From an optimization exercise on the open Yosys and OpenROAD flow, aimed at small area; shortcuts taken in it are not production practice. The RTL was checked by simulation tests, not by an equivalence proof against the original design. No driver is modelled on the clock port, so clock power and skew are understated where the tree is cut down; a real chip needs a root buffer or a tree. Power and IR drop assume default switching activity.

Setup of oak:
// ivn_top
module ivn_top (
    input clk,
    input reset,
    input [3:0] lane,
    input s,
    input s_valid,
    output [5:0] s_vn,
    output [5:0] s_vn_valid
);
Size in the first run: roughly 280 cells after synthesis, about 2900 um2 of cells after synthesis.
clock: 10.0 ns
lec_check: 0
abc_area: 1
cap_margin: 20
core_margin: 2
core_utilization: 40
gpl_timing_driven: 0
place_density: 0.75
slew_margin: 20
standard.sh (not shown) runs the stock make flow with config.mk's settings and CLKGATE_MAP_FILE= SYNTH_SCRIPT=/design/flow/synth_recipe.tcl, a recipe that flattens the netlist after the stock synthesis.
==> flow/flow/run.sh <==
#!/bin/bash
# Own layout flow: the standard flow (standard.sh) with
#  - synthesis running ABC on several area scripts (flow/abc/) and keeping the smallest result,
#  - port buffers of the smallest buffer cell,
#  - synthesis buffers removed before placement (flow/preplace.tcl),
#  - a one-level clock tree of four clock buffers (flow/clock.tcl) in place
#    of TritonCTS.
# Each step's full output goes to a log file of its own in this folder.
set -euo pipefail
W=$(pwd)
export OWN_ABC_DIR=$W/flow/abc
export OWN_CLKBUF=sky130_fd_sc_hd__clkbuf_8
export PRE_CTS_TCL=$W/flow/clock.tcl
export PRE_GLOBAL_PLACE_TCL=$W/flow/preplace.tcl
bash standard.sh SYNTH_SCRIPT=$W/flow/synth.tcl synth > $W/log_synth.txt 2>&1
bash standard.sh SYNTH_SCRIPT=$W/flow/synth.tcl \
  "BUFFER_PORTS_ARGS=-buffer_cell sky130_fd_sc_hd__buf_1" \
  PRE_CTS_TCL=$W/flow/clock.tcl PRE_GLOBAL_PLACE_TCL=$W/flow/preplace.tcl \
  finish > $W/log_layout.txt 2>&1
==> flow/flow/abc/abc1.script <==
strash; dc2; &get -n; &st; &dch; &nf -R 1000 -a; &put
==> flow/flow/abc/abc10.script <==
strash; dch; map -a; strash; &get -n; &st; &dch; &nf -R 1000 -a; &put
==> flow/flow/abc/abc12.script <==
strash; dc2; &get -n; &st; &dch; &nf -R 1000 -a; &put; strash; &get -n; &st; &dch; &nf -R 1000 -a; &put
==> flow/flow/abc/abc3.script <==
strash; dc2; &get -n; &st; &dch -f; &nf -R 1000 -a; &put
==> flow/flow/abc/abc5.script <==
strash; dc2; dch -f; map -a; strash; dc2; &get -n; &st; &dch -f; &nf -R 1000 -a; &put
==> flow/flow/abc/abc8.script <==
strash; dc2; &get -n; &st; &dch; &nf -R 3000 -a -p; &put
==> flow/flow/synth.tcl <==
# The standard synthesis script (synth_recipe.tcl), with Yosys's abc
# pass run on each area-oriented ABC script in $OWN_ABC_DIR; the smallest
# fully mapped result is kept.
proc synth {args} { yosys synth -nofsm -noshare {*}$args }
proc own_area {args} {
  set f $::env(OBJECTS_DIR)/own_abc_stat.txt
  yosys tee -q -o $f stat {*}$args
  set fh [open $f r]
  set txt [read $fh]
  close $fh
  if {[string first {$_} $txt] >= 0} { return 1e30 }
  if {![regexp {Chip area for module [^:]*: ([0-9.]+)} $txt -> a]} { return 1e30 }
  return $a
}
proc abc {args} {
  set i [expr {[lsearch -exact $args -script] + 1}]
  set j [lsearch -exact $args -liberty]
  set lib [lindex $args [expr {$j + 1}]]
  yosys design -save own_pre_abc
  set best ""
  set best_area 1e30
  foreach s [lsort [glob $::env(OWN_ABC_DIR)/*.script]] {
    yosys design -load own_pre_abc
    lset args $i $s
    yosys abc {*}$args
    set a [own_area -liberty $lib]
    puts "own abc: $s area $a"
    if {$a < $best_area} {
      set best_area $a
      set best $s
    }
  }
  puts "own abc: using $best"
  yosys design -load own_pre_abc
  lset args $i $best
  yosys abc {*}$args
}
source $::env(SCRIPTS_DIR)/synth.tcl
# left out here: clear keep_hierarchy, flatten, clean up, hide names made inside functions, write 1_2_yosys.v
Other scripts of this flow, unchanged in this note and not shown: flow/flow/clock.tcl, flow/flow/preplace.tcl
oak ended with every stage complete and zero timing, DRC or antenna violations.
diff inputs: oak => pine
- clearing PLACE_DENSITY, which used to be 0.75
diff --git a/flow/flow/run.sh b/flow/flow/run.sh
--- a/flow/flow/run.sh
+++ b/flow/flow/run.sh
@@ -1,5 +1,5 @@
 #!/bin/bash
 # Own layout flow: the standard flow (standard.sh) with
-#  - synthesis running ABC on several area scripts (flow/abc/) and keeping the smallest result,
+#  - synthesis running ABC on an area script (flow/abc.script),
 #  - port buffers of the smallest buffer cell,
 #  - synthesis buffers removed before placement (flow/preplace.tcl),
@@ -9,5 +9,5 @@
 set -euo pipefail
 W=$(pwd)
-export OWN_ABC_DIR=$W/flow/abc
+export OWN_ABC_SCRIPT=$W/flow/abc.script
 export OWN_CLKBUF=sky130_fd_sc_hd__clkbuf_8
 export PRE_CTS_TCL=$W/flow/clock.tcl
==> flow/flow/abc.script (new file) <==
strash; dc2; &get -n; &st; &dch; &nf -R 1000 -a; &put
==> flow/flow/synth.tcl <==
# The standard synthesis script (synth_recipe.tcl), with Yosys's abc
# pass run on an area-oriented ABC script instead of ORFS's.
proc synth {args} { yosys synth -nofsm -noshare {*}$args }
proc abc {args} {
  set i [lsearch -exact $args -script]
  if {$i >= 0} { lset args [expr {$i + 1}] $::env(OWN_ABC_SCRIPT) }
  yosys abc {*}$args
}
source $::env(SCRIPTS_DIR)/synth.tcl
# left out here: clear keep_hierarchy, flatten, clean up, hide names made inside functions, write 1_2_yosys.v
removed: flow/flow/abc/abc1.script
removed: flow/flow/abc/abc10.script
removed: flow/flow/abc/abc12.script
removed: flow/flow/abc/abc3.script
removed: flow/flow/abc/abc5.script
removed: flow/flow/abc/abc8.script
Findings:
Fraction of layout cells with a size suffix above 1 essentially unchanged between oak and pine.
met2 layer wire length in the routed design shrinks by a few percent when moving from oak to pine.
oak -> pine: highest achievable clock rate decreased by a few percent
pine vs oak — net switching share of the total power rose 0.31 points.
Re met1 track demand over resource: oak and pine aren't equal, and the lower value belongs to oak.
Diff oak -> pine | utilization | decrease of 1.3 points
The part of the total power dissipated in combinational logic in pine was higher than what oak gave.
On setup violation total in the final timing report, oak and pine are neck and neck.
Comparing pine with oak, the area after synthesis came out essentially unchanged.
In pine, worst path setup slack after routing is lower than in oak.
> inputs changed (pine -> birch)
- CORE_UTILIZATION now 55, was 40
diff --git a/flow/flow/run.sh b/flow/flow/run.sh
--- a/flow/flow/run.sh
+++ b/flow/flow/run.sh
@@ -1,5 +1,5 @@
 #!/bin/bash
 # Own layout flow: the standard flow (standard.sh) with
-#  - synthesis running ABC on an area script (flow/abc.script),
+#  - synthesis running ABC on several area scripts (flow/abc/) and keeping the smallest result,
 #  - port buffers of the smallest buffer cell,
 #  - synthesis buffers removed before placement (flow/preplace.tcl),
@@ -9,5 +9,5 @@
 set -euo pipefail
 W=$(pwd)
-export OWN_ABC_SCRIPT=$W/flow/abc.script
+export OWN_ABC_DIR=$W/flow/abc
 export OWN_CLKBUF=sky130_fd_sc_hd__clkbuf_8
 export PRE_CTS_TCL=$W/flow/clock.tcl
==> flow/flow/abc/abc1.script (new file) <==
strash; dc2; &get -n; &st; &dch; &nf -R 1000 -a; &put
==> flow/flow/abc/abc10.script (new file) <==
strash; dch; map -a; strash; &get -n; &st; &dch; &nf -R 1000 -a; &put
==> flow/flow/abc/abc12.script (new file) <==
strash; dc2; &get -n; &st; &dch; &nf -R 1000 -a; &put; strash; &get -n; &st; &dch; &nf -R 1000 -a; &put
==> flow/flow/abc/abc3.script (new file) <==
strash; dc2; &get -n; &st; &dch -f; &nf -R 1000 -a; &put
==> flow/flow/abc/abc5.script (new file) <==
strash; dc2; dch -f; map -a; strash; dc2; &get -n; &st; &dch -f; &nf -R 1000 -a; &put
==> flow/flow/abc/abc8.script (new file) <==
strash; dc2; &get -n; &st; &dch; &nf -R 3000 -a -p; &put
==> flow/flow/synth.tcl <==
# The standard synthesis script (synth_recipe.tcl), with Yosys's abc
# pass run on each area-oriented ABC script in $OWN_ABC_DIR; the smallest
# fully mapped result is kept.
proc synth {args} { yosys synth -nofsm -noshare {*}$args }
proc own_area {args} {
  set f $::env(OBJECTS_DIR)/own_abc_stat.txt
  yosys tee -q -o $f stat {*}$args
  set fh [open $f r]
  set txt [read $fh]
  close $fh
  if {[string first {$_} $txt] >= 0} { return 1e30 }
  if {![regexp {Chip area for module [^:]*: ([0-9.]+)} $txt -> a]} { return 1e30 }
  return $a
}
proc abc {args} {
  set i [expr {[lsearch -exact $args -script] + 1}]
  set j [lsearch -exact $args -liberty]
  set lib [lindex $args [expr {$j + 1}]]
  yosys design -save own_pre_abc
  set best ""
  set best_area 1e30
  foreach s [lsort [glob $::env(OWN_ABC_DIR)/*.script]] {
    yosys design -load own_pre_abc
    lset args $i $s
    yosys abc {*}$args
    set a [own_area -liberty $lib]
    puts "own abc: $s area $a"
    if {$a < $best_area} {
      set best_area $a
      set best $s
    }
  }
  puts "own abc: using $best"
  yosys design -load own_pre_abc
  lset args $i $best
  yosys abc {*}$args
}
source $::env(SCRIPTS_DIR)/synth.tcl
# left out here: clear keep_hierarchy, flatten, clean up, hide names made inside functions, write 1_2_yosys.v
removed: flow/flow/abc.script
==> comparison <==
- birch | stages: all done | timing, DRC, antenna: all pass
- birch vs. pine: switching power share of the total shows a reduction of 0.44 points, die area shows a reduction of 26%, post-route cell area shows a reduction of 44 um2.
--- input diff birch..maple ---
- CORE_UTILIZATION: 55 -> 40
diff --git a/flow/flow/run.sh b/flow/flow/run.sh
--- a/flow/flow/run.sh
+++ b/flow/flow/run.sh
@@ -5,5 +5,6 @@
 #  - synthesis buffers removed before placement (flow/preplace.tcl),
 #  - a one-level clock tree of four clock buffers (flow/clock.tcl) in place
-#    of TritonCTS.
+#    of TritonCTS,
+#  - one tie cell for both constant outputs (SKIP_REPAIR_TIE_FANOUT).
 # Each step's full output goes to a log file of its own in this folder.
 set -euo pipefail
@@ -17,3 +18,4 @@
   "BUFFER_PORTS_ARGS=-buffer_cell sky130_fd_sc_hd__buf_1" \
   PRE_CTS_TCL=$W/flow/clock.tcl PRE_GLOBAL_PLACE_TCL=$W/flow/preplace.tcl \
+  SKIP_REPAIR_TIE_FANOUT=1 \
   finish > $W/log_layout.txt 2>&1
[summary]
maple completed; timing, DRC and antenna clean
Compared maple against birch; hold slack within noise.
Maximum frequency in maple vs birch: up 0.0010 GHz
Across both runs, overall track demand over capacity in global routing was lower for maple than for birch.
Reported max-cap violation count came out exactly the same in maple and birch.
For cedar, these inputs were changed with respect to maple:
diff --git a/flow/flow/run.sh b/flow/flow/run.sh
--- a/flow/flow/run.sh
+++ b/flow/flow/run.sh
@@ -5,6 +5,5 @@
 #  - synthesis buffers removed before placement (flow/preplace.tcl),
 #  - a one-level clock tree of four clock buffers (flow/clock.tcl) in place
-#    of TritonCTS,
-#  - one tie cell for both constant outputs (SKIP_REPAIR_TIE_FANOUT).
+#    of TritonCTS.
 # Each step's full output goes to a log file of its own in this folder.
 set -euo pipefail
@@ -18,4 +17,3 @@
   "BUFFER_PORTS_ARGS=-buffer_cell sky130_fd_sc_hd__buf_1" \
   PRE_CTS_TCL=$W/flow/clock.tcl PRE_GLOBAL_PLACE_TCL=$W/flow/preplace.tcl \
-  SKIP_REPAIR_TIE_FANOUT=1 \
   finish > $W/log_layout.txt 2>&1
Notes after the runs:
cedar finished end to end and its layout was clean on timing, DRC and antenna.
Compared with maple, cedar shows a lower synthesis-to-layout area growth.
There was hardly any difference in utilization of the core after routing between maple and cedar.
In cedar, share of the cycle needed by the critical path after routing is higher than in maple.
No run of this note takes its clock network from TritonCTS; it comes from the design's own scripts or RTL.

-- afterwards: timing with drivers on the ports --
How much do the figures lean on ideal ports? The routed layouts below were timed once more, with nothing changed but the port constraints.
Step 1 assumes that a clkbuf_16 drives the clock port and a buf_2 every other input.
Step 2 times the ports against the registers' clock, not the clock port: input delays grow and output delays shrink by t, the midpoint of the rising clock arrivals with the driver on.
Three values: ideal ports, drivers, drivers and shift; two values: the first two.
| run | shift t [ns] | setup WS [ns] | latest minus earliest clock arrival (ns) | worst register clock-pin slew, ns | pins driven straight from the clock port |
|---|---|---|---|---|---|
| oak | 0.223 | 3.487 / 3.463 / 3.463 | 0.010 / 0.010 | 0.11 / 0.11 | 4 |
| pine | 0.225 | 3.289 / 3.268 / 3.268 | 0.012 / 0.012 | 0.12 / 0.12 | 4 |
| birch | 0.224 | 3.376 / 3.354 / 3.354 | 0.018 / 0.019 | 0.12 / 0.12 | 4 |
| maple | 0.218 | 3.421 / 3.401 / 3.401 | 0.015 / 0.015 | 0.12 / 0.12 | 4 |
| cedar | 0.221 | 3.401 / 3.382 / 3.382 | 0.009 / 0.009 | 0.11 / 0.11 | 4 |
After both steps setup and hold are still met in every run listed. The setup slack of oak, which loses most, moves by -0.024 ns with the drivers and by -0.024 ns with both steps.
